From an optimization exercise on the open Yosys and OpenROAD flow, aimed at small area; shortcuts taken in it are not production practice.
Where RTL was checked, it was by simulation tests only, not by an equivalence proof against the original.
The RTL of run 1 was laid out without a check of its function.

==> design.v <==
`timescale 1ns / 1ps
module cas32 (
    input  [31:0] a, b,
    output [31:0] lo, hi
);
wire [31:0] ka = {a[30:0], a[31]};
wire [31:0] kb = {b[30:0], b[31]};
wire [31:0] g0 = ka & ~kb;
wire [31:0] p0 = ka | ~kb;
wire [15:0] g1, p1; wire [7:0] g2, p2; wire [3:0] g3, p3; wire [1:0] g4, p4;
genvar i;
for (i = 0; i < 16; i = i + 1) begin : l1
    assign g1[i] = g0[2*i+1] | p0[2*i+1] & g0[2*i];
    assign p1[i] = p0[2*i+1] & p0[2*i];
end
for (i = 0; i < 8; i = i + 1) begin : l2
    assign g2[i] = g1[2*i+1] | p1[2*i+1] & g1[2*i];
    assign p2[i] = p1[2*i+1] & p1[2*i];
end
for (i = 0; i < 4; i = i + 1) begin : l3
    assign g3[i] = g2[2*i+1] | p2[2*i+1] & g2[2*i];
    assign p3[i] = p2[2*i+1] & p2[2*i];
end
for (i = 0; i < 2; i = i + 1) begin : l4
    assign g4[i] = g3[2*i+1] | p3[2*i+1] & g3[2*i];
    assign p4[i] = p3[2*i+1] & p3[2*i];
end
wire sw = g4[1] | p4[1] & g4[0];
assign lo = sw ? b : a;
assign hi = sw ? a : b;
endmodule
`timescale 1ns / 1ps
module sort16_top (
    input          clk,
    input          rst,
    input          i_valid,
    input  [511:0] x,
    output [511:0] y,
    output         o_valid
);
reg [3:0] vld;
always @(posedge clk or negedge rst)
    if (!rst) vld <= 0;
    else vld <= {vld[2:0], i_valid};
assign o_valid = vld[3];
wire [31:0] c1_0_13_lo, c1_0_13_hi;
cas32 c1_0_13 (.a(x[31:0]), .b(x[447:416]), .lo(c1_0_13_lo), .hi(c1_0_13_hi));
wire [31:0] c1_1_12_lo, c1_1_12_hi;
cas32 c1_1_12 (.a(x[63:32]), .b(x[415:384]), .lo(c1_1_12_lo), .hi(c1_1_12_hi));
wire [31:0] c1_2_15_lo, c1_2_15_hi;
cas32 c1_2_15 (.a(x[95:64]), .b(x[511:480]), .lo(c1_2_15_lo), .hi(c1_2_15_hi));
wire [31:0] c1_3_14_lo, c1_3_14_hi;
cas32 c1_3_14 (.a(x[127:96]), .b(x[479:448]), .lo(c1_3_14_lo), .hi(c1_3_14_hi));
wire [31:0] c1_4_8_lo, c1_4_8_hi;
cas32 c1_4_8 (.a(x[159:128]), .b(x[287:256]), .lo(c1_4_8_lo), .hi(c1_4_8_hi));
wire [31:0] c1_5_6_lo, c1_5_6_hi;
cas32 c1_5_6 (.a(x[191:160]), .b(x[223:192]), .lo(c1_5_6_lo), .hi(c1_5_6_hi));
wire [31:0] c1_7_11_lo, c1_7_11_hi;
cas32 c1_7_11 (.a(x[255:224]), .b(x[383:352]), .lo(c1_7_11_lo), .hi(c1_7_11_hi));
wire [31:0] c1_9_10_lo, c1_9_10_hi;
cas32 c1_9_10 (.a(x[319:288]), .b(x[351:320]), .lo(c1_9_10_lo), .hi(c1_9_10_hi));
wire [31:0] c2_0_5_lo, c2_0_5_hi;
cas32 c2_0_5 (.a(c1_0_13_lo), .b(c1_5_6_lo), .lo(c2_0_5_lo), .hi(c2_0_5_hi));
wire [31:0] c2_1_7_lo, c2_1_7_hi;
cas32 c2_1_7 (.a(c1_1_12_lo), .b(c1_7_11_lo), .lo(c2_1_7_lo), .hi(c2_1_7_hi));
wire [31:0] c2_2_9_lo, c2_2_9_hi;
cas32 c2_2_9 (.a(c1_2_15_lo), .b(c1_9_10_lo), .lo(c2_2_9_lo), .hi(c2_2_9_hi));
wire [31:0] c2_3_4_lo, c2_3_4_hi;
cas32 c2_3_4 (.a(c1_3_14_lo), .b(c1_4_8_lo), .lo(c2_3_4_lo), .hi(c2_3_4_hi));
wire [31:0] c2_6_13_lo, c2_6_13_hi;
cas32 c2_6_13 (.a(c1_5_6_hi), .b(c1_0_13_hi), .lo(c2_6_13_lo), .hi(c2_6_13_hi));
wire [31:0] c2_8_14_lo, c2_8_14_hi;
cas32 c2_8_14 (.a(c1_4_8_hi), .b(c1_3_14_hi), .lo(c2_8_14_lo), .hi(c2_8_14_hi));
wire [31:0] c2_10_15_lo, c2_10_15_hi;
cas32 c2_10_15 (.a(c1_9_10_hi), .b(c1_2_15_hi), .lo(c2_10_15_lo), .hi(c2_10_15_hi));
wire [31:0] c2_11_12_lo, c2_11_12_hi;
cas32 c2_11_12 (.a(c1_7_11_hi), .b(c1_1_12_hi), .lo(c2_11_12_lo), .hi(c2_11_12_hi));
reg [31:0] r2_0, r2_1, r2_2, r2_3, r2_4, r2_5, r2_6, r2_7, r2_8, r2_9, r2_10, r2_11, r2_12, r2_13, r2_14, r2_15;
always @(posedge clk) begin
    r2_0 <= c2_0_5_lo;
    r2_1 <= c2_1_7_lo;
    r2_2 <= c2_2_9_lo;
    r2_3 <= c2_3_4_lo;
    r2_4 <= c2_3_4_hi;
    r2_5 <= c2_0_5_hi;
    r2_6 <= c2_6_13_lo;
    r2_7 <= c2_1_7_hi;
    r2_8 <= c2_8_14_lo;
    r2_9 <= c2_2_9_hi;
    r2_10 <= c2_10_15_lo;
    r2_11 <= c2_11_12_lo;
    r2_12 <= c2_11_12_hi;
    r2_13 <= c2_6_13_hi;
    r2_14 <= c2_8_14_hi;
    r2_15 <= c2_10_15_hi;
end
wire [31:0] c3_0_1_lo, c3_0_1_hi;
cas32 c3_0_1 (.a(r2_0), .b(r2_1), .lo(c3_0_1_lo), .hi(c3_0_1_hi));
wire [31:0] c3_2_3_lo, c3_2_3_hi;
cas32 c3_2_3 (.a(r2_2), .b(r2_3), .lo(c3_2_3_lo), .hi(c3_2_3_hi));
wire [31:0] c3_4_5_lo, c3_4_5_hi;
cas32 c3_4_5 (.a(r2_4), .b(r2_5), .lo(c3_4_5_lo), .hi(c3_4_5_hi));
wire [31:0] c3_6_8_lo, c3_6_8_hi;
cas32 c3_6_8 (.a(r2_6), .b(r2_8), .lo(c3_6_8_lo), .hi(c3_6_8_hi));
wire [31:0] c3_7_9_lo, c3_7_9_hi;
cas32 c3_7_9 (.a(r2_7), .b(r2_9), .lo(c3_7_9_lo), .hi(c3_7_9_hi));
wire [31:0] c3_10_11_lo, c3_10_11_hi;
cas32 c3_10_11 (.a(r2_10), .b(r2_11), .lo(c3_10_11_lo), .hi(c3_10_11_hi));
wire [31:0] c3_12_13_lo, c3_12_13_hi;
cas32 c3_12_13 (.a(r2_12), .b(r2_13), .lo(c3_12_13_lo), .hi(c3_12_13_hi));
wire [31:0] c3_14_15_lo, c3_14_15_hi;
cas32 c3_14_15 (.a(r2_14), .b(r2_15), .lo(c3_14_15_lo), .hi(c3_14_15_hi));
wire [31:0] c4_0_2_lo, c4_0_2_hi;
cas32 c4_0_2 (.a(c3_0_1_lo), .b(c3_2_3_lo), .lo(c4_0_2_lo), .hi(c4_0_2_hi));
wire [31:0] c4_1_3_lo, c4_1_3_hi;
cas32 c4_1_3 (.a(c3_0_1_hi), .b(c3_2_3_hi), .lo(c4_1_3_lo), .hi(c4_1_3_hi));
wire [31:0] c4_4_10_lo, c4_4_10_hi;
cas32 c4_4_10 (.a(c3_4_5_lo), .b(c3_10_11_lo), .lo(c4_4_10_lo), .hi(c4_4_10_hi));
wire [31:0] c4_5_11_lo, c4_5_11_hi;
cas32 c4_5_11 (.a(c3_4_5_hi), .b(c3_10_11_hi), .lo(c4_5_11_lo), .hi(c4_5_11_hi));
wire [31:0] c4_6_7_lo, c4_6_7_hi;
cas32 c4_6_7 (.a(c3_6_8_lo), .b(c3_7_9_lo), .lo(c4_6_7_lo), .hi(c4_6_7_hi));
wire [31:0] c4_8_9_lo, c4_8_9_hi;
cas32 c4_8_9 (.a(c3_6_8_hi), .b(c3_7_9_hi), .lo(c4_8_9_lo), .hi(c4_8_9_hi));
wire [31:0] c4_12_14_lo, c4_12_14_hi;
cas32 c4_12_14 (.a(c3_12_13_lo), .b(c3_14_15_lo), .lo(c4_12_14_lo), .hi(c4_12_14_hi));
wire [31:0] c4_13_15_lo, c4_13_15_hi;
cas32 c4_13_15 (.a(c3_12_13_hi), .b(c3_14_15_hi), .lo(c4_13_15_lo), .hi(c4_13_15_hi));
reg [31:0] r4_0, r4_1, r4_2, r4_3, r4_4, r4_5, r4_6, r4_7, r4_8, r4_9, r4_10, r4_11, r4_12, r4_13, r4_14, r4_15;
always @(posedge clk) begin
    r4_0 <= c4_0_2_lo;
    r4_1 <= c4_1_3_lo;
    r4_2 <= c4_0_2_hi;
    r4_3 <= c4_1_3_hi;
    r4_4 <= c4_4_10_lo;
    r4_5 <= c4_5_11_lo;
    r4_6 <= c4_6_7_lo;
    r4_7 <= c4_6_7_hi;
    r4_8 <= c4_8_9_lo;
    r4_9 <= c4_8_9_hi;
    r4_10 <= c4_4_10_hi;
    r4_11 <= c4_5_11_hi;
    r4_12 <= c4_12_14_lo;
    r4_13 <= c4_13_15_lo;
    r4_14 <= c4_12_14_hi;
    r4_15 <= c4_13_15_hi;
end
wire [31:0] c5_1_2_lo, c5_1_2_hi;
cas32 c5_1_2 (.a(r4_1), .b(r4_2), .lo(c5_1_2_lo), .hi(c5_1_2_hi));
wire [31:0] c5_3_12_lo, c5_3_12_hi;
cas32 c5_3_12 (.a(r4_3), .b(r4_12), .lo(c5_3_12_lo), .hi(c5_3_12_hi));
wire [31:0] c5_4_6_lo, c5_4_6_hi;
cas32 c5_4_6 (.a(r4_4), .b(r4_6), .lo(c5_4_6_lo), .hi(c5_4_6_hi));
wire [31:0] c5_5_7_lo, c5_5_7_hi;
cas32 c5_5_7 (.a(r4_5), .b(r4_7), .lo(c5_5_7_lo), .hi(c5_5_7_hi));
wire [31:0] c5_8_10_lo, c5_8_10_hi;
cas32 c5_8_10 (.a(r4_8), .b(r4_10), .lo(c5_8_10_lo), .hi(c5_8_10_hi));
wire [31:0] c5_9_11_lo, c5_9_11_hi;
cas32 c5_9_11 (.a(r4_9), .b(r4_11), .lo(c5_9_11_lo), .hi(c5_9_11_hi));
wire [31:0] c5_13_14_lo, c5_13_14_hi;
cas32 c5_13_14 (.a(r4_13), .b(r4_14), .lo(c5_13_14_lo), .hi(c5_13_14_hi));
wire [31:0] c6_1_4_lo, c6_1_4_hi;
cas32 c6_1_4 (.a(c5_1_2_lo), .b(c5_4_6_lo), .lo(c6_1_4_lo), .hi(c6_1_4_hi));
wire [31:0] c6_2_6_lo, c6_2_6_hi;
cas32 c6_2_6 (.a(c5_1_2_hi), .b(c5_4_6_hi), .lo(c6_2_6_lo), .hi(c6_2_6_hi));
wire [31:0] c6_5_8_lo, c6_5_8_hi;
cas32 c6_5_8 (.a(c5_5_7_lo), .b(c5_8_10_lo), .lo(c6_5_8_lo), .hi(c6_5_8_hi));
wire [31:0] c6_7_10_lo, c6_7_10_hi;
cas32 c6_7_10 (.a(c5_5_7_hi), .b(c5_8_10_hi), .lo(c6_7_10_lo), .hi(c6_7_10_hi));
wire [31:0] c6_9_13_lo, c6_9_13_hi;
cas32 c6_9_13 (.a(c5_9_11_lo), .b(c5_13_14_lo), .lo(c6_9_13_lo), .hi(c6_9_13_hi));
wire [31:0] c6_11_14_lo, c6_11_14_hi;
cas32 c6_11_14 (.a(c5_9_11_hi), .b(c5_13_14_hi), .lo(c6_11_14_lo), .hi(c6_11_14_hi));
reg [31:0] r6_0, r6_1, r6_2, r6_3, r6_4, r6_5, r6_6, r6_7, r6_8, r6_9, r6_10, r6_11, r6_12, r6_13, r6_14, r6_15;
always @(posedge clk) begin
    r6_0 <= r4_0;
    r6_1 <= c6_1_4_lo;
    r6_2 <= c6_2_6_lo;
    r6_3 <= c5_3_12_lo;
    r6_4 <= c6_1_4_hi;
    r6_5 <= c6_5_8_lo;
    r6_6 <= c6_2_6_hi;
    r6_7 <= c6_7_10_lo;
    r6_8 <= c6_5_8_hi;
    r6_9 <= c6_9_13_lo;
    r6_10 <= c6_7_10_hi;
    r6_11 <= c6_11_14_lo;
    r6_12 <= c5_3_12_hi;
    r6_13 <= c6_9_13_hi;
    r6_14 <= c6_11_14_hi;
    r6_15 <= r4_15;
end
wire [31:0] c7_2_4_lo, c7_2_4_hi;
cas32 c7_2_4 (.a(r6_2), .b(r6_4), .lo(c7_2_4_lo), .hi(c7_2_4_hi));
wire [31:0] c7_3_6_lo, c7_3_6_hi;
cas32 c7_3_6 (.a(r6_3), .b(r6_6), .lo(c7_3_6_lo), .hi(c7_3_6_hi));
wire [31:0] c7_9_12_lo, c7_9_12_hi;
cas32 c7_9_12 (.a(r6_9), .b(r6_12), .lo(c7_9_12_lo), .hi(c7_9_12_hi));
wire [31:0] c7_11_13_lo, c7_11_13_hi;
cas32 c7_11_13 (.a(r6_11), .b(r6_13), .lo(c7_11_13_lo), .hi(c7_11_13_hi));
wire [31:0] c8_3_5_lo, c8_3_5_hi;
cas32 c8_3_5 (.a(c7_3_6_lo), .b(r6_5), .lo(c8_3_5_lo), .hi(c8_3_5_hi));
wire [31:0] c8_6_8_lo, c8_6_8_hi;
cas32 c8_6_8 (.a(c7_3_6_hi), .b(r6_8), .lo(c8_6_8_lo), .hi(c8_6_8_hi));
wire [31:0] c8_7_9_lo, c8_7_9_hi;
cas32 c8_7_9 (.a(r6_7), .b(c7_9_12_lo), .lo(c8_7_9_lo), .hi(c8_7_9_hi));
wire [31:0] c8_10_12_lo, c8_10_12_hi;
cas32 c8_10_12 (.a(r6_10), .b(c7_9_12_hi), .lo(c8_10_12_lo), .hi(c8_10_12_hi));
reg [31:0] r8_0, r8_1, r8_2, r8_3, r8_4, r8_5, r8_6, r8_7, r8_8, r8_9, r8_10, r8_11, r8_12, r8_13, r8_14, r8_15;
always @(posedge clk) begin
    r8_0 <= r6_0;
    r8_1 <= r6_1;
    r8_2 <= c7_2_4_lo;
    r8_3 <= c8_3_5_lo;
    r8_4 <= c7_2_4_hi;
    r8_5 <= c8_3_5_hi;
    r8_6 <= c8_6_8_lo;
    r8_7 <= c8_7_9_lo;
    r8_8 <= c8_6_8_hi;
    r8_9 <= c8_7_9_hi;
    r8_10 <= c8_10_12_lo;
    r8_11 <= c7_11_13_lo;
    r8_12 <= c8_10_12_hi;
    r8_13 <= c7_11_13_hi;
    r8_14 <= r6_14;
    r8_15 <= r6_15;
end
wire [31:0] c9_3_4_lo, c9_3_4_hi;
cas32 c9_3_4 (.a(r8_3), .b(r8_4), .lo(c9_3_4_lo), .hi(c9_3_4_hi));
wire [31:0] c9_5_6_lo, c9_5_6_hi;
cas32 c9_5_6 (.a(r8_5), .b(r8_6), .lo(c9_5_6_lo), .hi(c9_5_6_hi));
wire [31:0] c9_7_8_lo, c9_7_8_hi;
cas32 c9_7_8 (.a(r8_7), .b(r8_8), .lo(c9_7_8_lo), .hi(c9_7_8_hi));
wire [31:0] c9_9_10_lo, c9_9_10_hi;
cas32 c9_9_10 (.a(r8_9), .b(r8_10), .lo(c9_9_10_lo), .hi(c9_9_10_hi));
wire [31:0] c9_11_12_lo, c9_11_12_hi;
cas32 c9_11_12 (.a(r8_11), .b(r8_12), .lo(c9_11_12_lo), .hi(c9_11_12_hi));
wire [31:0] c10_6_7_lo, c10_6_7_hi;
cas32 c10_6_7 (.a(c9_5_6_hi), .b(c9_7_8_lo), .lo(c10_6_7_lo), .hi(c10_6_7_hi));
wire [31:0] c10_8_9_lo, c10_8_9_hi;
cas32 c10_8_9 (.a(c9_7_8_hi), .b(c9_9_10_lo), .lo(c10_8_9_lo), .hi(c10_8_9_hi));
assign y = {r8_15, r8_14, r8_13, c9_11_12_hi, c9_11_12_lo, c9_9_10_hi, c10_8_9_hi, c10_8_9_lo, c10_6_7_hi, c10_6_7_lo, c9_5_6_lo, c9_3_4_hi, c9_3_4_lo, r8_2, r8_1, r8_0};
endmodule
==> run.sh <==
#!/bin/bash
# synth_recipe.tcl (not shown) runs the flow's synth.tcl, then flattens the netlist and writes it again
# the make line also repeats each setting of config.mk as NAME=value (left out here)
make -C /OpenROAD-flow-scripts/flow DESIGN_CONFIG=/design/flow/config.mk WORK_HOME=/design/flow/orfs CLKGATE_MAP_FILE= SYNTH_SCRIPT=/design/flow/synth_recipe.tcl finish
==> config.mk <==
export PLATFORM = sky130hd
export DESIGN_NAME = sort16_top
export DESIGN_NICKNAME = sort16_top
export VERILOG_FILES = /design/flow/design.v
export SDC_FILE = /design/flow/constraint.sdc
export NUM_CORES = 8
export LEC_CHECK = 0
export CAP_MARGIN = 20
export CORE_MARGIN = 2
export CORE_UTILIZATION = 45
export SLEW_MARGIN = 20
==> constraint.sdc <==
create_clock -name core_clock -period 5.0 [get_ports {clk}]
set_input_delay 1.0000 -clock core_clock [delete_from_list [all_inputs] [get_ports {clk}]]
set_output_delay 1.0000 -clock core_clock [all_outputs]
set_load 0.01 [all_outputs]
==> results.txt, run 1 <==
* Synth top area cells: dfxtp_1 (33%), mux2i_1 (20%), a21oi_1 (4.3%), inv_1 (4.0%), maj3_1 (3.8%)
* Routed vias at 138,000
* Clk slew on worst S/H paths at 0.07 ns
* Maximum clock frequency at 0.152 GHz
* Avg WL per Cell at 31.1 µm
* Synthesized area at 123,000 µm²
* Ys flop type: dfxtp_1
* Hold Path Class: reg -> reg
* RSZ-0062 raised after global routing: yes
* Period utilisation layout at 132%
* Routed Antenna Nets at 0
* CP Launch Type: register
* PnR worst setup slack at -1.60 ns
* Hold WS at 0.240 ns
* Root buf cell: clkbuf_16
* Crit path max-delay family: compound AO/OA/AOI/OAI gates
* Post-synth EDFFs at 0
* Via density per instance at 6.04
* Largest net degree at the start of global routing at 70
* 1st-pass router iterations at 10
* Vias in the first global route at 125,000
* Clk Latency, worst-skew pair at 1.00 ns
* Worst endpoint required time at 4.00 ns
* Initial drt markers at 18,200
* CORE AREA at 271,000 µm²
* Worst path most repeated cell: buf_4
* Max Buffers Root-to-Sink at 4
* Fin. max-slew vios at 3
* Share of the synthesized area in the top cell type at 33.4%
* Hold_buf cts at 0
* CP max stage delay at 0.59 ns
* Status: finished with violations
* CP max-delay cell: mux2i_2
* Max-cap violations at 1
* Post-layout min period at 6.60 ns
* Synth Area per Inst at 8.81 µm²
* Failing Checks: capacitance limit, slew limit, setup timing
* Async set or reset register ratio after synthesis at 0.195%
* Layout cell share with drive strength beyond 1 at 33.4%
* Number of synthesized register bits at 2,052
* # nets final at 19,500
* Critical path data arrival time at 5.60 ns
* Critical Path Sink Type: output port
* Routed WL at 710,000 µm
* Starting Density at 45.3%
* Ordered list of cells on the worst path: nor2b_4, maj3_2, a211oi_2, a2111oi_2, nor2_1, o41ai_4, buf_4, buf_6, mux2i_2, a22oi_1, o211ai_1, buf_4, a2111oi_4, o2111ai_1, a21oi_1, o211ai_1, buf_4, buf_12, buf_12, buf_8, buf_6, mux2i_1, buf_4, buf_6
* Netlist cell types at 111
* Critical path type: reg -> out
* HPWL reported at the end of detailed placement at 586,000 µm
* Clock H-tree levels at 4
* WP buf/inv at 10
* Hold Vio Cnt, Final at 0
* Slew @ Worst Pin at 1.59 ns
* Remaining DRCs at 0
* Die H at 526 µm
* Chip width at 526 µm
* First-pass GRT wire length at 932,000 µm
* CTS sink cnt at 2,052
* Max_slew headroom at -6.28%
* IO Pins at 1,028
* Yosys top cell by area: dfxtp_1
* PortBufs at 1,027
* Total CTS buffers at 217
* Gr usage total at 47.1%
* Syn nets at 14,400
* Sequential area share after synthesis at 33.5%
* Total Die Area at 277,000 µm²
* Site Rows at 191
* Clock Skews at 0.164 ns
* Initial antenna violation count at 96
* Cells after Synth at 13,900
* Most frequent cells in the layout: buf_4 (4,021), mux2i_1 (2,194), dfxtp_1 (1,966)
* Most common cell after layout, fill and taps aside: buf_4
* Yosys warnings at 1
* Setup tns final at -409.33 ns
* Setup Viol. Count Final at 707
* Crit Path Max Fanout at 7
* P&R area growth vs syn at 50.1%
* CTS tree: done
* Routability Congestion at 1.19
* Grt ovf at 0
==> final cells by class <==
class / instances / area, µm²
Antenna cell: 52 / 130
Clock buffer: 275 / 6010
Clock inverter: 121 / 1620
Fill cell: 21500 / 86800
Inverter: 1299 / 4880
Multi-Input combinational cell: 9949 / 78200
Sequential cell: 2052 / 41200
Tap cell: 3570 / 4470
Timing Repair Buffer: 5502 / 47700
==> logic make-up after synthesis <==
logic type                 share of synthesized area, %
buffers and inverters                              6.93
and+or+nand+nor                                    11.0
muxes                                              25.2
DFF                                                33.5
AOI/OAI and AO/OA                                  19.4
adders and majority gates                          3.95
==> metal layers <==
metal	vias to the layer above	share of wire, %	global-route usage [%]
met3	2523	11	11.0
met1	65600	37	56.8
li1	60900	-	-
met5	-	0.052	0
met4	46	11	40.5
met2	8946	41	70.4
==> through the flow <==
stage	setup WS (ns)	cells	instance area (µm²)	utilization (%)
global placement	-1.47	22000	168000	61.9
CTS	-1.61	22500	177000	65.2
detailed placement	-1.53	22000	168000	61.9
finish	-1.60	22800	184000	68.0
floorplan	-0.00377	13900	123000	-
global route	-1.74	22800	184000	68.0
==> what timing repair did <==
action / 4_1_cts / 5_1_grt
resized for setup: 1138 / 1329
pin swaps: 54 / 227
setup buffers: 77 / 236
endpoints found under the setup margin: 1310 / 1894
cloned: 19 / 65
==> Yosys cell counts (all sizes together), types with 33 or more instances <==
cell type,instances
nand2,689
inv,1299
nor2b,312
a222oi,108
nor3b,52
a221oi,179
a211oi,89
o22ai,259
maj3,483
nand3,89
dfxtp,2048
o221ai,223
a21oi,1054
nor2,988
a211o,33
buf,467
a22oi,147
a31oi,59
mux2i,2446
o2111ai,60
o21ai,650
nor3,192
o21a,49
nand2b,361
mux2,573
clkbuf,169
a21o,226
o211ai,104
a2111oi,49
==> path summary, 6_finish.rpt <==
check,start,to,slack (ns),depth (start not counted)
min in group asynchronous,rst,vld[3],0.30,1
worst max register to register,r2_1[17],r4_2[8],-0.40,25
worst min register to register,r6_15[29],r8_15[29],0.24,0
worst max-delay path,r8_5[6],y[235],-1.60,24
max in group asynchronous,rst,vld[0],4.52,1
worst min-delay path,r6_15[29],r8_15[29],0.24,0
==> run 2, diff against run 1 <==
--- a/design.v
+++ b/design.v
@@ -38,11 +38,11 @@
     output [511:0] y,
     output         o_valid
 );
-reg [3:0] vld;
+reg [4:0] vld;
 always @(posedge clk or negedge rst)
     if (!rst) vld <= 0;
-    else vld <= {vld[2:0], i_valid};
-assign o_valid = vld[3];
+    else vld <= {vld[3:0], i_valid};
+assign o_valid = vld[4];
 wire [31:0] c1_0_13_lo, c1_0_13_hi;
 cas32 c1_0_13 (.a(x[31:0]), .b(x[447:416]), .lo(c1_0_13_lo), .hi(c1_0_13_hi));
 wire [31:0] c1_1_12_lo, c1_1_12_hi;
@@ -239,5 +239,24 @@
 cas32 c10_6_7 (.a(c9_5_6_hi), .b(c9_7_8_lo), .lo(c10_6_7_lo), .hi(c10_6_7_hi));
 wire [31:0] c10_8_9_lo, c10_8_9_hi;
 cas32 c10_8_9 (.a(c9_7_8_hi), .b(c9_9_10_lo), .lo(c10_8_9_lo), .hi(c10_8_9_hi));
-assign y = {r8_15, r8_14, r8_13, c9_11_12_hi, c9_11_12_lo, c9_9_10_hi, c10_8_9_hi, c10_8_9_lo, c10_6_7_hi, c10_6_7_lo, c9_5_6_lo, c9_3_4_hi, c9_3_4_lo, r8_2, r8_1, r8_0};
+reg [31:0] r10_0, r10_1, r10_2, r10_3, r10_4, r10_5, r10_6, r10_7, r10_8, r10_9, r10_10, r10_11, r10_12, r10_13, r10_14, r10_15;
+always @(posedge clk) begin
+    r10_0 <= r8_0;
+    r10_1 <= r8_1;
+    r10_2 <= r8_2;
+    r10_3 <= c9_3_4_lo;
+    r10_4 <= c9_3_4_hi;
+    r10_5 <= c9_5_6_lo;
+    r10_6 <= c10_6_7_lo;
+    r10_7 <= c10_6_7_hi;
+    r10_8 <= c10_8_9_lo;
+    r10_9 <= c10_8_9_hi;
+    r10_10 <= c9_9_10_hi;
+    r10_11 <= c9_11_12_lo;
+    r10_12 <= c9_11_12_hi;
+    r10_13 <= r8_13;
+    r10_14 <= r8_14;
+    r10_15 <= r8_15;
+end
+assign y = {r10_15, r10_14, r10_13, r10_12, r10_11, r10_10, r10_9, r10_8, r10_7, r10_6, r10_5, r10_4, r10_3, r10_2, r10_1, r10_0};
 endmodule
--- a/config.mk
+++ b/config.mk
@@ -5,6 +5,7 @@
 export SDC_FILE = /design/flow/constraint.sdc
 export NUM_CORES = 8
 export LEC_CHECK = 0
+export ABC_AREA = 1
 export CAP_MARGIN = 20
 export CORE_MARGIN = 2
 export CORE_UTILIZATION = 45
==> run 2 against run 1 <==
Net effect:
- the run now finishes clean
- utilization shrank 14 points
- cell count up 29%
- synthesized cell count rose by 71%
- setup slack improved by 2.0 ns
- synthesized area increased by 16%
==> results.txt, run 2 <==
* Status: complete, no violations (was finished with violations)
* Crit path launch: r2_11[17] (was r8_5[6])
* Max_slew headroom at 27.0% (was -6.28%)
* Gr usage total at 41.7% (was 47.1%)
* Crit Path Max Fanout at 58 (was 7)
* Maximum clock frequency at 0.218 GHz (was 0.152 GHz)
* Largest net degree at the start of global routing at 129 (was 70)
* CP max-delay cell: o21ai_0 (was mux2i_2)
* R2r setup slk at 0.42 ns (was -0.40 ns)
* Clk slew on worst S/H paths at 0.06 ns (was 0.07 ns)
* Post-synth EDFFs at 0 (unchanged)
* Share of the synthesized area in the top cell type at 36.1% (was 33.4%)
* Starting Density at 45.2% (was 45.3%)
* First-pass GRT wire length at 969,000 µm (was 932,000 µm)
* Post-layout min period at 4.58 ns (was 6.60 ns)
* 1st-pass router iterations at 9 (was 10)
* IO Pins at 1,028 (unchanged)
* Most common cell after layout, fill and taps aside: nand2_1 (was buf_4)
* Chip width at 566 µm (was 526 µm)
* Grt ovf at 0 (unchanged)
* Hold Path Class: in -> async (was reg -> reg)
* Initial antenna violation count at 83 (was 96)
* Max-cap violations at 0 (was 1)
* HPWL reported at the end of detailed placement at 590,000 µm (was 586,000 µm)
* Worst flop-to-flop path startpoint: r2_11[17] (was r2_1[17])
* Most common cell in the netlist: nand2_1 (was mux2i_1)
* CORE AREA at 315,000 µm² (was 271,000 µm²)
* Max Buffers Root-to-Sink at 4 (unchanged)
* Routed Antenna Nets at 0 (unchanged)
* Yosys warnings at 1 (unchanged)
* Vias in the first global route at 136,000 (was 125,000)
* Hold_buf cts at 0 (unchanged)
* Slew @ Worst Pin at 1.08 ns (was 1.59 ns)
* Number of synthesized register bits at 2,565 (was 2,052)
* Worst endpoint required time at 5.72 ns (was 4.00 ns)
* PortBufs at 1,027 (unchanged)
* Sequential area share after synthesis at 36.1% (was 33.5%)
* CP max stage delay at 0.42 ns (was 0.59 ns)
* Most frequent cells in the layout: nand2_1 (9,905), nand3_1 (2,952), inv_1 (2,816) (was buf_4 (4,021), mux2i_1 (2,194), dfxtp_1 (1,966))
* P&R area growth vs syn at 20.5% (was 50.1%)
* Die H at 566 µm (was 526 µm)
* Worst path most repeated cell: nand2_1 (was buf_4)
* Routed vias at 158,000 (was 138,000)
* Setup tns final at 0 ns (was -409.33 ns)
* Site Rows at 206 (was 191)
* Synth Area per Inst at 5.97 µm² (was 8.81 µm²)
* Routed WL at 697,000 µm (was 710,000 µm)
* Remaining DRCs at 0 (unchanged)
* CP Launch Type: register (unchanged)
* CTS sink cnt at 2,565 (was 2,052)
* CTS resizes at 0 (was 1,138)
* Total Die Area at 320,000 µm² (was 277,000 µm²)
* R2R depth at 24 (was 25)
* Critical Path Sink Type: register (was output port)
* Synthesized area at 142,000 µm² (was 123,000 µm²)
* Placed cell count at 29,000 (was 22,000)
* Root buf cell: clkbuf_16 (unchanged)
* Routability Congestion at 1.12 (was 1.19)
* # nets final at 25,600 (was 19,500)
* Netlist cell types at 49 (was 111)
* Clock H-tree levels at 5 (was 4)
* Finished Layout Cells at 29,500 (was 22,800)
* Via density per instance at 5.36 (was 6.04)
* Yosys top cell by area: dfxtp_1 (unchanged)
* Async set or reset register ratio after synthesis at 0.195% (unchanged)
* Syn nets at 24,300 (was 14,400)
* Ordered list of cells on the worst path: buf_4, inv_1, o21ai_1, inv_1, nand2_1, nand2_1, nand2_1, nand2_1, a21oi_1, nand2_2, buf_12, buf_4, o21ai_0, buf_4, nand2_1, a21oi_1, nand2_1, nand2_1, nand2_1, a21oi_4, nand2_2, buf_4, nand2_1, nand2_1 (was nor2b_4, maj3_2, a211oi_2, a2111oi_2, nor2_1, o41ai_4, buf_4, buf_6, mux2i_2, a22oi_1, o211ai_1, buf_4, a2111oi_4, o2111ai_1, a21oi_1, o211ai_1, buf_4, buf_12, buf_12, buf_8, buf_6, mux2i_1, buf_4, buf_6)
* Ys flop type: dfxtp_1 (unchanged)
* RSZ-0062 raised after global routing: no (was yes)
* CTS tree: done (unchanged)
* Postcts setup bufs at 0 (was 77)
* Cells after Synth at 23,800 (was 13,900)
* Total CTS buffers at 272 (was 217)
* Clock Skews at 0.0872 ns (was 0.164 ns)
* Setup Viol. Count Final at 0 (was 707)
* Avg WL per Cell at 23.6 µm (was 31.1 µm)
* Fin. max-slew vios at 0 (was 3)
* Hold Vio Cnt, Final at 0 (unchanged)
* Clk Latency, worst-skew pair at 0.95 ns (was 1.00 ns)
* Commonest cells post-synth: nand2_1 (9,948), nand3_1 (2,952), inv_1 (2,816), dfxtp_1 (2,560), o21ai_0 (1,500) (was mux2i_1 (2,446), dfxtp_1 (2,048), inv_1 (1,296), a21oi_1 (1,051), nor2_1 (983))
* Period utilisation layout at 91.6% (was 132%)
* Synth top area cells: dfxtp_1 (36%), nand2_1 (26%), nand3_1 (10%), inv_1 (7.4%), o21ai_0 (5.3%) (was dfxtp_1 (33%), mux2i_1 (20%), a21oi_1 (4.3%), inv_1 (4.0%), maj3_1 (3.8%))
* Initial drt markers at 21,000 (was 18,200)
* Critical path data arrival time at 5.30 ns (was 5.60 ns)
* Layout cell share with drive strength beyond 1 at 7.17% (was 33.4%)
* Critical path type: reg -> reg (was reg -> out)
run 2: cell count changes after synthesis, moves of 469 or more:
cell,before,now
a21oi_1,1051,292
nand3_1,89,2952
inv_1,1296,2816
o21ai_0,620,1500
nand2_1,684,9948
maj3_1,469,0
mux2i_1,2446,0
dfxtp_1,2048,2560
run 2: worst max-delay path: cells and delay by family (launching register included):
| kind | cells | cell delay (ns) |
|---|---|---|
| AOI/OAI and AO/OA | 5 | 1.50 |
| buffers and inverters | 7 | 1.42 |
| and+or+nand+nor | 12 | 1.05 |
| DFF | 1 | 0.34 |
run 2: cell type report:
type / instances / area, µm²
clock buffer: 360 / 7590
timing repair buffer: 2049 / 20100
sequential: 2565 / 51400
inverter: 2921 / 11000
clock inverter: 133 / 1930
fill: 31500 / 143000
tap: 4160 / 5200
antenna: 42 / 105
multi-input combinational: 17300 / 74100
run 2: routing by layer:
metal | global-route usage, % | vias to the layer above | wire [µm]
met5 | 0 | - | 172
met4 | 32.5 | 26 | 65300
met3 | 7.56 | 1591 | 64800
met2 | 62.4 | 8079 | 290000
met1 | 52.9 | 71500 | 277000
li1 | - | 76700 | -
run 2: per-stage QoR:
stage | cell area, µm² | utilization (%) | hold WS (ns) | setup slack, ns
2_1_floorplan | 142000 | - | 0.310 | 1.59
3_3_place_gp | 162000 | 51.4 | 0.310 | 0.0942
3_5_place_dp | 162000 | 51.4 | 0.312 | 0.0912
4_1_cts | 171000 | 54.4 | 0.238 | 0.568
5_1_grt | 171000 | 54.4 | 0.286 | 0.0224
6_report | 171000 | 54.4 | 0.282 | 0.418
run 2: cells by family after synthesis:
| family | Yosys count | synth area share, % |
|---|---|---|
| compound gates | 2631 | 9.99 |
| buf+inv | 3974 | 12.0 |
| flops | 2565 | 36.1 |
| simple gates | 14600 | 41.9 |
run 2: path summary, 6_finish.rpt:
| check | end |
|---|---|
| worst max-delay path | r4_4[8] |
| worst min-delay path | vld[4] |
| worst max register to register | r4_4[8] |
| worst min register to register | r8_0[7] |
| max in group asynchronous | vld[2] |
| min in group core_clock | r8_0[7] |
==> run 3, diff against run 2 <==
--- a/config.mk
+++ b/config.mk
@@ -8,5 +8,7 @@
 export ABC_AREA = 1
 export CAP_MARGIN = 20
 export CORE_MARGIN = 2
-export CORE_UTILIZATION = 45
+export CORE_UTILIZATION = 60
+export GPL_TIMING_DRIVEN = 0
+export PLACE_DENSITY = 0.75
 export SLEW_MARGIN = 20
==> run 3 against run 2 <==
Net effect:
- now fails the layout checks on capacitance limit, slew limit, setup timing
- register-to-register slack got worse by 0.54 ns
- setup slack got worse by 0.67 ns
- largest cell class unchanged
- critical path type is now in -> reg
- worst hold slack worse by 0.028 ns
- global-route usage grew 13 points
- synthesized area is the same
- wire length shrank 2.1%
- die area fell by 25%
==> results.txt, run 3 <==
* CP Launch Type: primary input (was register)
* Finished Layout Cells at 28,500 (was 29,500)
* First-pass GRT wire length at 974,000 µm (was 969,000 µm)
* Cells after Synth at 23,800 (unchanged)
* Fin. max-slew vios at 4 (was 0)
* Total Die Area at 241,000 µm² (was 320,000 µm²)
* Post-Synth Simple-Gate Area at 41.9% (unchanged)
* Async set or reset register ratio after synthesis at 0.195% (unchanged)
* Area share of fa/ha/maj cells after synthesis at 0% (unchanged)
* Via density per instance at 5.97 (was 5.36)
* Main combinational cell family by area after synthesis: simple AND/OR/NAND/NOR gates (unchanged)
* Critical path data arrival time at 5.82 ns (was 5.30 ns)
* Worst path most repeated cell: nand2_1 (unchanged)
* Post-layout min period at 5.25 ns (was 4.58 ns)
* Setup tns final at -1.30 ns (was 0 ns)
* Multi-input logic area at 73,700 µm² (was 74,100 µm²)
* Crit Path Max Fanout at 10 (was 58)
* Sequential area share after synthesis at 36.1% (unchanged)
* Max-cap violations at 3 (was 0)
* Layout cell share with drive strength beyond 1 at 6.25% (was 7.17%)
* Critical Path Sink Type: register (unchanged)
* Routed vias at 170,000 (was 158,000)
* Initial antenna violation count at 123 (was 83)
* Commonest cells post-synth: nand2_1 (9,948), nand3_1 (2,952), inv_1 (2,816), dfxtp_1 (2,560), o21ai_0 (1,500) (unchanged)
* CTS sink cnt at 2,565 (unchanged)
* Post-synth EDFFs at 0 (unchanged)
* XOR/XNOR Fraction of Synth Area at 0% (unchanged)
* Initial drt markers at 30,300 (was 21,000)
* Routed Antenna Nets at 0 (unchanged)
* Avg WL per Cell at 23.9 µm (was 23.6 µm)
* 1st-pass router iterations at 14 (was 9)
* Total CTS buffers at 233 (was 272)
* Ordered list of cells on the worst path: clkdlybuf4s50_1, inv_1, o211ai_1, nor2_1, nand2_1, nand2_1, a21oi_4, nand2_1, buf_4, buf_4, o21ai_0, nand2_1, nand2_1, nand2_1, nand2_1, nand2_1, nand2_1, nand2_1, nand2_1, nand2_1, buf_4, buf_2, nand3_1, nand2_1 (was buf_4, inv_1, o21ai_1, inv_1, nand2_1, nand2_1, nand2_1, nand2_1, a21oi_1, nand2_2, buf_12, buf_4, o21ai_0, buf_4, nand2_1, a21oi_1, nand2_1, nand2_1, nand2_1, a21oi_4, nand2_2, buf_4, nand2_1, nand2_1)
* Multiplexer share of the synthesized area at 0% (unchanged)
* Clk Latency, worst-skew pair at 0.94 ns (was 0.95 ns)
* Number of synthesized register bits at 2,565 (unchanged)
* Synthesized area at 142,000 µm² (unchanged)
* Starting Density at 60.4% (was 45.2%)
* Synth Area in Compound Gates at 9.99% (unchanged)
* Routed WL at 682,000 µm (was 697,000 µm)
* Netlist cell types at 49 (unchanged)
* Syn nets at 24,300 (unchanged)
* HPWL reported at the end of detailed placement at 548,000 µm (was 590,000 µm)
* Gr usage total at 54.3% (was 41.7%)
* Synth Area per Inst at 5.97 µm² (unchanged)
* Fillers at 20,500 (was 31,500)
* Root buf cell: clkbuf_16 (unchanged)
* Hold Path Class: reg -> reg (was in -> async)
* Vias in the first global route at 148,000 (was 136,000)
* Critical path type: in -> reg (was reg -> reg)
* Slew @ Worst Pin at 1.57 ns (was 1.08 ns)
* Max Buffers Root-to-Sink at 3 (was 4)
* Largest net degree at the start of global routing at 21 (was 129)
* CORE AREA at 235,000 µm² (was 315,000 µm²)
* Clk slew on worst S/H paths at 0.07 ns (was 0.06 ns)
* Yosys warnings at 1 (unchanged)
* Routability Congestion at 1.24 (was 1.12)
* Maximum clock frequency at 0.190 GHz (was 0.218 GHz)
* Hold Vio Cnt, Final at 0 (unchanged)
* # nets final at 25,600 (about the same)
* Failing Checks: capacitance limit, slew limit, setup timing
* Most frequent cells in the layout: nand2_1 (9,935), nand3_1 (2,952), inv_1 (2,816) (was nand2_1 (9,905), nand3_1 (2,952), inv_1 (2,816))
* Synth top area cells: dfxtp_1 (36%), nand2_1 (26%), nand3_1 (10%), inv_1 (7.4%), o21ai_0 (5.3%) (unchanged)
* Setup Viol. Count Final at 24 (was 0)
* Ys flop type: dfxtp_1 (unchanged)
* CTS tree: done (unchanged)
* Most common cell in the netlist: nand2_1 (unchanged)
* Most common cell after layout, fill and taps aside: nand2_1 (unchanged)
* FF+latch area at 51,400 µm² (unchanged)
* Grt ovf at 0 (unchanged)
* Share of the synthesized area in the top cell type at 36.1% (unchanged)
* Worst endpoint required time at 5.57 ns (was 5.72 ns)
* Placed cell count at 28,000 (was 29,000)
* CP max stage delay at 0.84 ns (was 0.42 ns)
* Postcts setup bufs at 0 (unchanged)
* Clock Skews at 0.0957 ns (was 0.0872 ns)
* Clock H-tree levels at 4 (was 5)
* Status: finished with violations (was complete, no violations)
* Chip width at 491 µm (was 566 µm)
* P&R area growth vs syn at 16.0% (was 20.5%)
* Die H at 491 µm (was 566 µm)
* Yosys top cell by area: dfxtp_1 (unchanged)
* IO Pins at 1,028 (unchanged)
* Max_slew headroom at -5.88% (was 27.0%)
* PnR worst setup slack at -0.252 ns (was 0.418 ns)
* PortBufs at 1,027 (unchanged)
* CP max-delay cell: clkdlybuf4s50_1 (was o21ai_0)
* Period utilisation layout at 105% (was 91.6%)
* Remaining DRCs at 0 (unchanged)
* Site Rows at 178 (was 206)
run 3: cell counts after synthesis:
Identical to the previous run, type by type.
run 3: path summary, 6_finish.rpt:
| path | start | endpoint | slack [ns] | depth (start not counted) |
|---|---|---|---|---|
| max | x[341] | r2_15[3] | -0.25 | 24 |
| min | r4_0[20] | r6_0[20] | 0.25 | 0 |
| max reg2reg | r2_9[25] | r4_6[7] | -0.12 | 23 |
| min reg2reg | r4_0[20] | r6_0[20] | 0.25 | 0 |
| max in group asynchronous | rst | vld[2] | 4.55 | 1 |
| min in group asynchronous | rst | vld[4] | 0.26 | 1 |
run 3: worst max-delay path: cells and delay by family:
kind                   cells  cell delay (ns)
AO/OA/AOI/OAI              3             1.23
buffers and inverters      6             1.75
AND/OR/NAND/NOR           15             1.80
run 3: repair_timing:
| item | 4_1_cts | 5_1_grt |
|---|---|---|
| hold buffers | 0 | 0 |
| gates resized for setup | 0 | 28 |
| setup endpoints to repair | 0 | 154 |
run 3: routing by layer:
metal,track usage (%),vias up,part of all wire [%]
met5,0.754,-,0.092
met4,51.0,64,12
met3,22.0,4106,16
met2,75.8,15000,38
met1,62.6,74200,33
li1,-,76800,-
run 3: stage by stage:
stage	worst slack (ns)	cell area, µm²	utilization (%)	hold WS [ns]
detailed placement	-0.671	156000	66.4	0.312
floorplan	1.59	142000	-	0.310
CTS	0.218	165000	69.9	0.232
global placement	-0.640	156000	66.4	0.310
global route	-0.0908	165000	70.0	0.259
finish	-0.252	165000	70.1	0.254
run 3: area by class of cell:
cell class / instances / share of cell area, %
Buffer: 1053 / 3.71
Inverter: 2921 / 6.65
Antenna cell: 81 / 0.123
Timing Repair Buffer: 1042 / 6.30
Multi-Input combinational cell: 17300 / 44.7
Clock buffer: 306 / 3.93
Clock inverter: 129 / 1.05
Sequential cell: 2565 / 31.1
Tap cell: 3150 / 2.39
run 3: cells by family (layout without fill, tap and decap cells):
logic type      Yosys count  count (layout)
compound gates         2631            2631
other cells               0              81
simple gates          14600           14600
buf+inv                3974            5451
flops                  2565            2565
==> run 4, diff against run 3 <==
==> flow/run.sh (new file) <==
#!/bin/bash
# Standard ORFS layout (the standard.sh), except that ports are buffered with
# the smallest plain buffer instead of a delay cell.
set -euo pipefail
here=$(pwd)
bash standard.sh \
  "BUFFER_PORTS_ARGS=-buffer_cell sky130_fd_sc_hd__buf_1" \
  finish > "$here/standard_flow.log" 2>&1
==> standard.sh (new file) <==
#!/bin/bash
# synth_recipe.tcl (not shown) runs the flow's synth.tcl, then flattens the netlist and writes it again
# the make line also repeats each setting of config.mk as NAME=value (left out here)
make -C /OpenROAD-flow-scripts/flow DESIGN_CONFIG=/design/flow/config.mk WORK_HOME=/design/flow/orfs CLKGATE_MAP_FILE= SYNTH_SCRIPT=/design/flow/synth_recipe.tcl "${@:-finish}"
--- a/config.mk
+++ b/config.mk
@@ -8,7 +8,6 @@
 export ABC_AREA = 1
 export CAP_MARGIN = 20
 export CORE_MARGIN = 2
-export CORE_UTILIZATION = 60
-export GPL_TIMING_DRIVEN = 0
-export PLACE_DENSITY = 0.75
+export CORE_UTILIZATION = 45
+export CTS_BUF_LIST = sky130_fd_sc_hd__clkbuf_8
 export SLEW_MARGIN = 20
removed: run.sh
==> run 4 against run 3 <==
Net effect:
- now clean on timing, DRC and antenna
- non-clock buffer count decreased by 293
- largest cell class unchanged
- utilization down 19 points
- cell area shrank 1.8%
==> results.txt, run 4 <==
* Routed WL at 686,000 µm (was 682,000 µm)
* CTS tree: done (unchanged)
* First-pass GRT wire length at 954,000 µm (was 974,000 µm)
* Period utilisation layout at 95.5% (was 105%)
* Setup Viol. Count Final at 0 (was 24)
* Yosys top cell by area: dfxtp_1 (unchanged)
* Routed vias at 157,000 (was 170,000)
* Cells after Synth at 23,800 (unchanged)
* Post-layout min period at 4.77 ns (was 5.25 ns)
* P&R area growth vs syn at 13.9% (was 16.0%)
* R2R depth at 22 (was 23)
* Fillers at 32,900 (was 20,500)
* # nets final at 25,500 (was 25,600)
* Clk Latency, worst-skew pair at 1.16 ns (was 0.94 ns)
* Site Rows at 206 (was 178)
* Max_slew headroom at 18.4% (was -5.88%)
* Avg WL per Cell at 23.2 µm (was 23.9 µm)
* Synth Area per Inst at 5.97 µm² (unchanged)
* Slew @ Worst Pin at 1.21 ns (was 1.57 ns)
* Max layer used: met5 (unchanged)
* Status: complete, no violations (was finished with violations)
* Post-synth EDFFs at 0 (unchanged)
* RSZ-0062 raised after global routing: no
* Post-DP Area at 153,000 µm² (was 156,000 µm²)
* CP Launch Type: register (was primary input)
* Root buf cell: clkbuf_8 (was clkbuf_16)
* Netlist cell types at 49 (unchanged)
* Critical path data arrival time at 5.74 ns (was 5.82 ns)
* Critical path type: reg -> reg (was in -> reg)
* Total Die Area at 320,000 µm² (was 241,000 µm²)
* Synth Area in Compound Gates at 9.99% (unchanged)
* IO Pins at 1,028 (unchanged)
* Vias in the first global route at 135,000 (was 148,000)
* Share of the synthesized area in the top cell type at 36.1% (unchanged)
* CORE AREA at 315,000 µm² (was 235,000 µm²)
* Crit Path Max Fanout at 64 (was 10)
* Hold WS at 0.253 ns (was 0.254 ns)
* Commonest cells post-synth: nand2_1 (9,948), nand3_1 (2,952), inv_1 (2,816), dfxtp_1 (2,560), o21ai_0 (1,500) (unchanged)
* Post-Synth Simple-Gate Area at 41.9% (unchanged)
* Clk slew on worst S/H paths at 0.06 ns (was 0.07 ns)
* Finished Layout Cells at 29,500 (was 28,500)
* Clock Skews at 0.0930 ns (was 0.0957 ns)
* Main combinational cell family by area after synthesis: simple AND/OR/NAND/NOR gates (unchanged)
* Worst endpoint required time at 5.96 ns (was 5.57 ns)
* Fin. max-slew vios at 0 (was 4)
* HPWL reported at the end of detailed placement at 578,000 µm (was 548,000 µm)
* Grt ovf at 0 (unchanged)
* Multiplexer share of the synthesized area at 0% (unchanged)
* Area of all placed cells without fillers at 162,000 µm² (was 165,000 µm²)
* Most frequent cells in the layout: nand2_1 (9,904), nand3_1 (2,952), inv_1 (2,911) (was nand2_1 (9,935), nand3_1 (2,952), inv_1 (2,816))
* Number of synthesized register bits at 2,565 (unchanged)
* M1 WL at 276,000 µm (was 224,000 µm)
* Die H at 566 µm (was 491 µm)
* 1st-pass router iterations at 7 (was 14)
* Remaining DRCs at 0 (unchanged)
* Hold Vio Cnt, Final at 0 (unchanged)
* Routed Antenna Nets at 0 (unchanged)
* Initial drt markers at 20,900 (was 30,300)
* Sequential area share after synthesis at 36.1% (unchanged)
* Maximum clock frequency at 0.209 GHz (was 0.190 GHz)
* Total CTS buffers at 410 (was 233)
* Synthesized area at 142,000 µm² (unchanged)
* Synth top area cells: dfxtp_1 (36%), nand2_1 (26%), nand3_1 (10%), inv_1 (7.4%), o21ai_0 (5.3%) (unchanged)
* Max Buffers Root-to-Sink at 4 (was 3)
* Syn nets at 24,300 (unchanged)
* XOR/XNOR Fraction of Synth Area at 0% (unchanged)
* Setup tns final at 0 ns (was -1.30 ns)
* Starting Density at 45.2% (was 60.4%)
* DR WL met3 at 64,600 µm (was 112,000 µm)
* Area share of fa/ha/maj cells after synthesis at 0% (unchanged)
* Most common cell after layout, fill and taps aside: nand2_1 (unchanged)
* Initial antenna violation count at 97 (was 123)
* Largest net degree at the start of global routing at 129 (was 21)
* Gr usage total at 41.0% (was 54.3%)
* PortBufs at 1,027 (unchanged)
* Hold Path Class: in -> async (was reg -> reg)
* Most common cell in the netlist: nand2_1 (unchanged)
* Postcts setup bufs at 0 (unchanged)
* Multi-input logic area at 74,100 µm² (was 73,700 µm²)
* Chip width at 566 µm (was 491 µm)
* CTS sink cnt at 2,565 (unchanged)
* Layout cell share with drive strength beyond 1 at 7.00% (was 6.25%)
* Ys flop type: dfxtp_1 (unchanged)
* WL met2 at 284,000 µm (was 261,000 µm)
* Via density per instance at 5.31 (was 5.97)
* Yosys warnings at 1 (unchanged)
* Placed cell count at 28,700 (was 28,000)
* Clock H-tree levels at 5 (was 4)
* Routability Congestion at 1.14 (was 1.24)
* FF+latch area at 51,400 µm² (unchanged)
* Critical Path Sink Type: register (unchanged)
* Async set or reset register ratio after synthesis at 0.195% (unchanged)
* Max-cap violations at 0 (was 3)
-- run 4: cell counts after synthesis --
Identical to the previous run, type by type.
-- run 4: worst paths after layout --
kind,from,slack [ns],to
max reg2reg,r2_1[28],0.23,r4_3[6]
min in group core_clock,r4_0[21],0.29,r6_0[21]
max in group asynchronous,rst,4.54,vld[1]
max,r2_1[28],0.23,r4_3[6]
min,rst,0.25,vld[2]
min reg2reg,r4_0[21],0.29,r6_0[21]
-- run 4: cell type report --
class	instances	area share, %
Sequential cell	2565	31.7
Timing Repair Buffer	1802	6.87
Tap cell	4160	3.21
Inverter	2921	6.77
Clock inverter	246	1.30
Multi-Input combinational cell	17300	45.8
Clock buffer	502	4.27
Antenna cell	62	0.0958
-- run 4: worst max-delay path, cell delays in order (launching register included) --
cell	delay, ns
dfxtp_1	0.82
inv_1	0.18
o211ai_1	0.30
a21oi_1	0.07
nor2_1	0.11
nand2_1	0.08
a21oi_2	0.14
nand2_2	0.17
buf_4	0.28
o21ai_0	0.84
inv_1	0.09
nand2_1	0.09
nand2_1	0.05
nor2_1	0.08
nand2_1	0.06
nand2_1	0.13
nand2_1	0.06
nand2_1	0.09
nand2_2	0.11
nand2_1	0.12
buf_12	0.27
nand2_1	0.08
nand2_1	0.31
-- run 4: routing by layer --
metal | up-vias | GRT usage (%)
li1 | 76600 | -
met1 | 70500 | 52.6
met2 | 8054 | 61.1
met3 | 1549 | 7.59
met4 | 40 | 30.6
met5 | - | 0
-- run 4: per-stage QoR --
| stage | utilization, % | setup slack (ns) |
|---|---|---|
| 2_1_floorplan | - | 1.59 |
| 3_3_place_gp | 48.5 | 0.167 |
| 3_5_place_dp | 48.5 | 0.183 |
| 4_1_cts | 51.4 | 0.547 |
| 5_1_grt | 51.4 | 0.104 |
| 6_report | 51.5 | 0.226 |
-- run 4: kinds of logic (layout without fill, tap and decap cells) --
logic type | after synthesis | after routing
AOI/OAI and AO/OA | 2631 | 2631
other | 0 | 62
buffers and inverters | 3974 | 5471
DFF | 2565 | 2565
and+or+nand+nor | 14600 | 14600
-- run 4: repair_timing --
action | 4_1_cts | 5_1_grt
resized for setup | 0 | 0
hold endpoints to repair | 6 | 0
hold buffers | 2 | 0

what the ideal ports hide:
No port has a modelled driver above. Below, the same layouts with a new extraction and two added sets of constraints. Step 1 assumes that a clkbuf_16 drives the clock port and a buf_2 every other input. Step 2, shift: input delay + t, output delay - t, t = (earliest + latest rising clock arrival at the registers) / 2. This alone moves slack from input paths to output paths. a / b / c = no drivers / after step 1 / after step 2; a / b = the first two.
run | t, ns | setup slack, ns | latest minus earliest clock arrival (ns) | worst slew at a driven data input, ns | pins driven straight from the clock port
run 1 | 1.020 | -1.600 / -1.713 / -1.072 | 0.192 / 0.193 | 0.28 | 1
run 2 | 1.032 | 0.418 / 0.418 / -0.111 | 0.094 / 0.093 | 0.20 | 1
run 3 | 1.008 | -0.252 / -0.178 / -1.187 | 0.116 / 0.115 | 0.21 | 1
run 4 | 1.242 | 0.226 / 0.226 / -0.225 | 0.094 / 0.094 | 0.25 | 1
Met with ideal ports but missed after step 2: setup timing in run 2 and run 4. For run 3, which loses most, drivers alone change the setup slack by +0.074 ns; drivers and shift together by -0.935 ns.
